This is an optimization exercise on Yosys and OpenROAD, whose aim is small area, a short achievable clock period and few clock cycles, not a production implementation.
Only simulation tests tie the RTL to the original design; equivalence was not proved.
Power figures rest on the tool's default switching activity, not on a simulated workload.

==> inputs of job 7003 <==
## riscv_core
module riscv_core
#(
     parameter SUPPORT_MULDIV   = 1
    ,parameter SUPPORT_SUPER    = 0
    ,parameter SUPPORT_MMU      = 0
    ,parameter SUPPORT_LOAD_BYPASS = 1
    ,parameter SUPPORT_MUL_BYPASS = 1
    ,parameter SUPPORT_REGFILE_XILINX = 0
    ,parameter EXTRA_DECODE_STAGE = 0
    ,parameter MEM_CACHE_ADDR_MIN = 32'h80000000
    ,parameter MEM_CACHE_ADDR_MAX = 32'h8fffffff
)
(
     input           clk_i
    ,input           rst_i
    ,input  [ 31:0]  mem_d_data_rd_i
    ,input           mem_d_accept_i
    ,input           mem_d_ack_i
    ,input           mem_d_error_i
    ,input  [ 10:0]  mem_d_resp_tag_i
    ,input           mem_i_accept_i
    ,input           mem_i_valid_i
    ,input           mem_i_error_i
    ,input  [ 31:0]  mem_i_inst_i
    ,input           intr_i
    ,input  [ 31:0]  reset_vector_i
    ,input  [ 31:0]  cpu_id_i
    ,output [ 31:0]  mem_d_addr_o
    ,output [ 31:0]  mem_d_data_wr_o
    ,output          mem_d_rd_o
    ,output [  3:0]  mem_d_wr_o
    ,output          mem_d_cacheable_o
    ,output [ 10:0]  mem_d_req_tag_o
    ,output          mem_d_invalidate_o
    ,output          mem_d_writeback_o
    ,output          mem_d_flush_o
    ,output          mem_i_rd_o
    ,output          mem_i_flush_o
    ,output          mem_i_invalidate_o
    ,output [ 31:0]  mem_i_pc_o
);
Settings: LEC_CHECK=0, CAP_MARGIN=30, CORE_MARGIN=2, CORE_UTILIZATION=30, GPL_ROUTABILITY_DRIVEN=1, SETUP_SLACK_MARGIN=5, SLEW_MARGIN=30; clock period 13.0 ns.
run.sh (not shown) runs the stock make flow with config.mk's settings and CLKGATE_MAP_FILE= SYNTH_SCRIPT=/design/flow/synth_recipe.tcl, a recipe that flattens the netlist after the stock synthesis.
==> job 2985: changes against job 7003 <==
--- a/flow/design.v
+++ b/flow/design.v
@@ -1051,22 +1051,21 @@
 reg         busy_q;
 reg         first_q;      
 reg  [5:0]  cnt_q;        
 reg         div_inst_q;
 reg         signed_q;
 reg         invert_res_q;
 reg  [31:0] rem_q;        
 reg  [31:0] nq_q;         
-reg  [31:0] den_q;        
 reg         valid_q;
 reg  [31:0] wb_result_q;
 wire div_complete_w = busy_q & (cnt_q == 6'd32);
 wire [31:0] n_w   = ~first_q ? nq_q  : (signed_q && operand_a_e1_i[31]) ? (32'b0 - operand_a_e1_i) : operand_a_e1_i;
-wire [31:0] d_w   = ~first_q ? den_q : (signed_q && operand_b_e1_i[31]) ? (32'b0 - operand_b_e1_i) : operand_b_e1_i;
+wire [31:0] d_w   = (signed_q && operand_b_e1_i[31]) ? (32'b0 - operand_b_e1_i) : operand_b_e1_i;
 wire [31:0] r_w   = first_q ? 32'b0 : rem_q;
 wire [32:0] shl_w = {r_w, n_w[31]};
 wire [33:0] sub_w = {1'b0, shl_w} - {2'b0, d_w};
 wire        ge_w  = ~sub_w[33];
 always @ (posedge clk_i or posedge rst_i)
 if (rst_i)
 begin
     busy_q       <= 1'b0;
@@ -1094,17 +1093,16 @@
     first_q      <= 1'b0;
     cnt_q        <= cnt_q + 6'd1;
 end
 always @ (posedge clk_i)
 if (busy_q && !div_complete_w)
 begin
     rem_q <= ge_w ? sub_w[31:0] : shl_w[31:0];
     nq_q  <= {n_w[30:0], ge_w};
-    den_q <= d_w;
 end
 wire [31:0] res_w = div_inst_q ? nq_q : rem_q;
 always @ (posedge clk_i or posedge rst_i)
 if (rst_i)
     valid_q <= 1'b0;
 else
     valid_q <= div_complete_w;
 always @ (posedge clk_i)
@@ -2313,54 +2311,45 @@
     ,input  [ 31:0]  opcode_pc_i
     ,input           opcode_invalid_i
     ,input  [  4:0]  opcode_rd_idx_i
     ,input  [  4:0]  opcode_ra_idx_i
     ,input  [  4:0]  opcode_rb_idx_i
     ,input  [ 31:0]  opcode_ra_operand_i
     ,input  [ 31:0]  opcode_rb_operand_i
     ,input           hold_i
+    ,input  [ 31:0]  operand_a_e1_i         
+    ,input  [ 31:0]  operand_b_e1_i
     ,output [ 31:0]  writeback_value_o
 );
 localparam MULT_STAGES = 2;  
 reg [32:0]   operand_a_e1_q;
 reg [32:0]   operand_b_e1_q;
 reg          mulhi_sel_e1_q;
 reg  [32:0]  operand_b_r;
 reg  [32:0]  operand_a_r;
 reg  [31:0]  result_r;
 wire mult_inst_w    = ((opcode_opcode_i & 32'hfe00707f) == 32'h2000033)        || 
                       ((opcode_opcode_i & 32'hfe00707f) == 32'h2001033)      ||
                       ((opcode_opcode_i & 32'hfe00707f) == 32'h2002033)  ||
                       ((opcode_opcode_i & 32'hfe00707f) == 32'h2003033);
-always @ *
-begin
-    if ((opcode_opcode_i & 32'hfe00707f) == 32'h2002033)
-        operand_a_r = {opcode_ra_operand_i[31], opcode_ra_operand_i[31:0]};
-    else if ((opcode_opcode_i & 32'hfe00707f) == 32'h2001033)
-        operand_a_r = {opcode_ra_operand_i[31], opcode_ra_operand_i[31:0]};
-    else  
-        operand_a_r = {1'b0, opcode_ra_operand_i[31:0]};
-end
-always @ *
-begin
-    if ((opcode_opcode_i & 32'hfe00707f) == 32'h2002033)
-        operand_b_r = {1'b0, opcode_rb_operand_i[31:0]};
-    else if ((opcode_opcode_i & 32'hfe00707f) == 32'h2001033)
-        operand_b_r = {opcode_rb_operand_i[31], opcode_rb_operand_i[31:0]};
-    else  
-        operand_b_r = {1'b0, opcode_rb_operand_i[31:0]};
-end
+reg a_signed_e1_q;
+reg b_signed_e1_q;
 always @(posedge clk_i)
 if (~hold_i)
 begin
-    operand_a_e1_q <= operand_a_r;
-    operand_b_e1_q <= operand_b_r;
+    a_signed_e1_q  <= ((opcode_opcode_i & 32'hfe00707f) == 32'h2002033) || ((opcode_opcode_i & 32'hfe00707f) == 32'h2001033);
+    b_signed_e1_q  <= ((opcode_opcode_i & 32'hfe00707f) == 32'h2001033);
     mulhi_sel_e1_q <= ~((opcode_opcode_i & 32'hfe00707f) == 32'h2000033);
 end
+always @ *
+begin
+    operand_a_e1_q = {a_signed_e1_q & operand_a_e1_i[31], operand_a_e1_i};
+    operand_b_e1_q = {b_signed_e1_q & operand_b_e1_i[31], operand_b_e1_i};
+end
 wire [63:0] csa_sum_w;
 wire [63:0] csa_carry_w;
 riscv_mul_csa
 u_csa
 (
      .a_i(operand_a_e1_q)
     ,.b_i(operand_b_e1_q)
     ,.sum_o(csa_sum_w)
@@ -2636,25 +2625,25 @@
     else
         result_e2_q <= alu_result_e1_i;
 end
 reg [31:0] result_e2_r;
 wire valid_e2_w      = valid_e2_q & ~issue_stall_i;
 always @ *
 begin
     result_e2_r = result_e2_q;
-    if (SUPPORT_LOAD_BYPASS && valid_e2_w && (ctrl_e2_q[1] || ctrl_e2_q[2]))
+    if (SUPPORT_LOAD_BYPASS && valid_e2_q && (ctrl_e2_q[1] || ctrl_e2_q[2]))
         result_e2_r = mem_result_e2_i;
-    else if (SUPPORT_MUL_BYPASS && valid_e2_w && ctrl_e2_q[5])
+    else if (SUPPORT_MUL_BYPASS && valid_e2_q && ctrl_e2_q[5])
         result_e2_r = mul_result_e2_i;
 end
 wire   load_store_e2_w = ctrl_e2_q[1] | ctrl_e2_q[2];
 assign load_e2_o       = ctrl_e2_q[1];
 assign mul_e2_o        = ctrl_e2_q[5];
-assign rd_e2_o         = {5{(valid_e2_w && ctrl_e2_q[7] && ~stall_o)}} & opcode_e2_q[11:7];
+assign rd_e2_o         = {5{(valid_e2_q && ctrl_e2_q[7])}} & opcode_e2_q[11:7];
 assign result_e2_o     = result_e2_r;
 assign stall_o         = (ctrl_e1_q[4] && ~div_complete_i) || ((ctrl_e2_q[1] | ctrl_e2_q[2]) & ~mem_complete_i);
 reg [6-1:0] exception_e2_r;
 always @ *
 begin
     if (valid_e2_q && (ctrl_e2_q[1] || ctrl_e2_q[2]) && mem_complete_i)
         exception_e2_r = mem_exception_e2_i;
     else
@@ -2728,17 +2717,17 @@
     else if (valid_e2_w && ctrl_e2_q[5])
         result_wb_q <= mul_result_e2_i;
     else
         result_wb_q <= result_e2_q;
 end
 wire complete_wb_w     = ctrl_wb_q[9] & ~issue_stall_i;
 assign valid_wb_o      = valid_wb_q & ~issue_stall_i;
 assign csr_wb_o        = ctrl_wb_q[3] & ~issue_stall_i;  
-assign rd_wb_o         = {5{(valid_wb_o && ctrl_wb_q[7] && ~stall_o)}} & opcode_wb_q[11:7];
+assign rd_wb_o         = {5{(valid_wb_q && ctrl_wb_q[7])}} & opcode_wb_q[11:7];
 assign result_wb_o     = result_wb_q;
 assign pc_wb_o         = pc_wb_q;
 assign opcode_wb_o     = opcode_wb_q;
 assign operand_ra_wb_o = operand_ra_wb_q;
 assign operand_rb_wb_o = operand_rb_wb_q;
 assign exception_wb_o  = exception_wb_q;
 assign csr_write_wb_o  = csr_wr_wb_q;
 assign csr_waddr_wb_o  = opcode_wb_q[31:20];
@@ -3701,16 +3690,18 @@
     ,.opcode_pc_i(mul_opcode_pc_w)
     ,.opcode_invalid_i(mul_opcode_invalid_w)
     ,.opcode_rd_idx_i(mul_opcode_rd_idx_w)
     ,.opcode_ra_idx_i(mul_opcode_ra_idx_w)
     ,.opcode_rb_idx_i(mul_opcode_rb_idx_w)
     ,.opcode_ra_operand_i(mul_opcode_ra_operand_w)
     ,.opcode_rb_operand_i(mul_opcode_rb_operand_w)
     ,.hold_i(mul_hold_w)
+    ,.operand_a_e1_i(exec_operand_a_e1_w)
+    ,.operand_b_e1_i(exec_operand_b_e1_w)
     ,.writeback_value_o(writeback_mul_value_w)
 );
 riscv_divider
 u_div
 (
      .clk_i(clk_i)
     ,.rst_i(rst_i)
     ,.opcode_valid_i(div_opcode_valid_w)
==> flow/flow/run.sh (new file) <==
#!/bin/bash
# Layout flow: the standard flow, with the input/output port buffers
# made from sky130_fd_sc_hd__buf_4 (the standard flow's buffer_ports
# picks a delay cell, clkdlybuf4s50_1, which is slow on the port paths).
# The tools' output goes to standard.log in this folder.
set -euo pipefail
export BUFFER_PORTS_ARGS="-buffer_cell sky130_fd_sc_hd__buf_4"
bash standard.sh finish > standard.log 2>&1
==> flow/standard.sh (new file) <==
#!/bin/bash
# synth_recipe.tcl (not shown) runs the flow's synth.tcl, then flattens the netlist and writes it again
# the make line also repeats each setting of config.mk as NAME=value (left out here)
make -C /OpenROAD-flow-scripts/flow DESIGN_CONFIG=/design/flow/config.mk WORK_HOME=/design/flow/orfs CLKGATE_MAP_FILE= SYNTH_SCRIPT=/design/flow/synth_recipe.tcl "${@:-finish}"
Settings changed: CORE_UTILIZATION 30 to 55.
removed: flow/run.sh
==> comparison table <==
Status: job 7003 no timing/DRC/antenna violations; job 2985 no timing/DRC/antenna violations
Number of sequential cells: job 7003 2446; job 2985 2350
Number of nets in the layout: job 7003 16000; job 2985 15900
Met2 Resource Use GR: job 7003 39.0%; job 2985 70.8%
R2r worst-path depth: job 7003 22; job 2985 17
P&R area growth vs syn: job 7003 14.5%; job 2985 10.9%
FF-to-FF setup slack: job 7003 5.03 ns; job 2985 5.17 ns
Worst Hold Launch: job 7003 u_csr.csr_wdata_e1_q[0]; job 2985 u_issue.u_pipe_ctrl.csr_wdata_e2_q[14]
Final-layout worst hold slack: job 7003 0.388 ns; job 2985 0.380 ns
Cell Pwr Density: job 7003 146 nW/µm²; job 2985 117 nW/µm²
Xor/xnor share of the synthesized area: job 7003 5.26%; job 2985 4.99%
Number of instances in the placed design: job 7003 21500; job 2985 18200
Post-Route Utilization: job 7003 34.5%; job 2985 61.4%
Final routed wire length divided by cell count: job 7003 34.6 µm; job 2985 41.6 µm
Number of antenna violations at the first check in global routing: job 7003 89; job 2985 99
Worst hold endpoint: job 7003 u_issue.u_pipe_ctrl.csr_wdata_e2_q[0]; job 2985 u_issue.u_pipe_ctrl.csr_wdata_wb_q[14]
Yosys cell types: job 7003 110; job 2985 108
Largest voltage drop on the vdd net: job 7003 0.166 mV; job 2985 0.136 mV
Register Area: job 7003 69400 µm²; job 2985 66500 µm²
Endpoint of the most critical register-to-register path: job 7003 u_exec.br_base_q[0]; job 2985 u_lsu.rb_q[26]
Average cell area after synthesis: job 7003 10.5 µm²; job 2985 10.3 µm²
Area of combinational cells with multiple inputs: job 7003 81700 µm²; job 2985 80800 µm²
Clock skew after layout: job 7003 0.168 ns; job 2985 0.155 ns
Post-synthesis share of cell area spent on full adders, half adders and majority gates: job 7003 9.93%; job 2985 10.3%
CTS resizes: job 7003 135; job 2985 47
Time the final worst path needs with I/O delays and setup: job 7003 8.10 ns; job 2985 8.07 ns
Testbench counts of job 7003, summed over its fixed seeds: cycles 592,794.
Testbench counts of job 2985, summed over its fixed seeds: cycles 592,794.

## port drivers added, routing unchanged
The results above use ideal ports. As a check the final layouts listed here were re-extracted and re-timed, cells and wires unchanged.
Step 1 (the two cells are an assumption about what drives the block):
set clk [get_ports {clk_i}]
set_driving_cell -lib_cell sky130_fd_sc_hd__clkbuf_16 $clk
set_driving_cell -lib_cell sky130_fd_sc_hd__buf_2 [delete_from_list [all_inputs] $clk]
Step 2 times the ports against the registers' clock, not the clock port: input delays grow and output delays shrink by t, the midpoint of the rising clock arrivals with the driver on.
Three values: ideal ports, drivers, drivers and shift; two values: the first two.
run	t, ns	setup WS [ns]	clock arrival spread, ns	cell pins on the clock port's net
job 7003	1.097	4.900 / 4.744 / 3.965	0.169 / 0.169	1
job 2985	1.065	4.928 / 4.812 / 4.035	0.156 / 0.157	1
After both steps every run listed still meets setup and hold. The setup slack of job 7003, which loses most, moves by -0.156 ns with the drivers and by -0.935 ns with both steps.
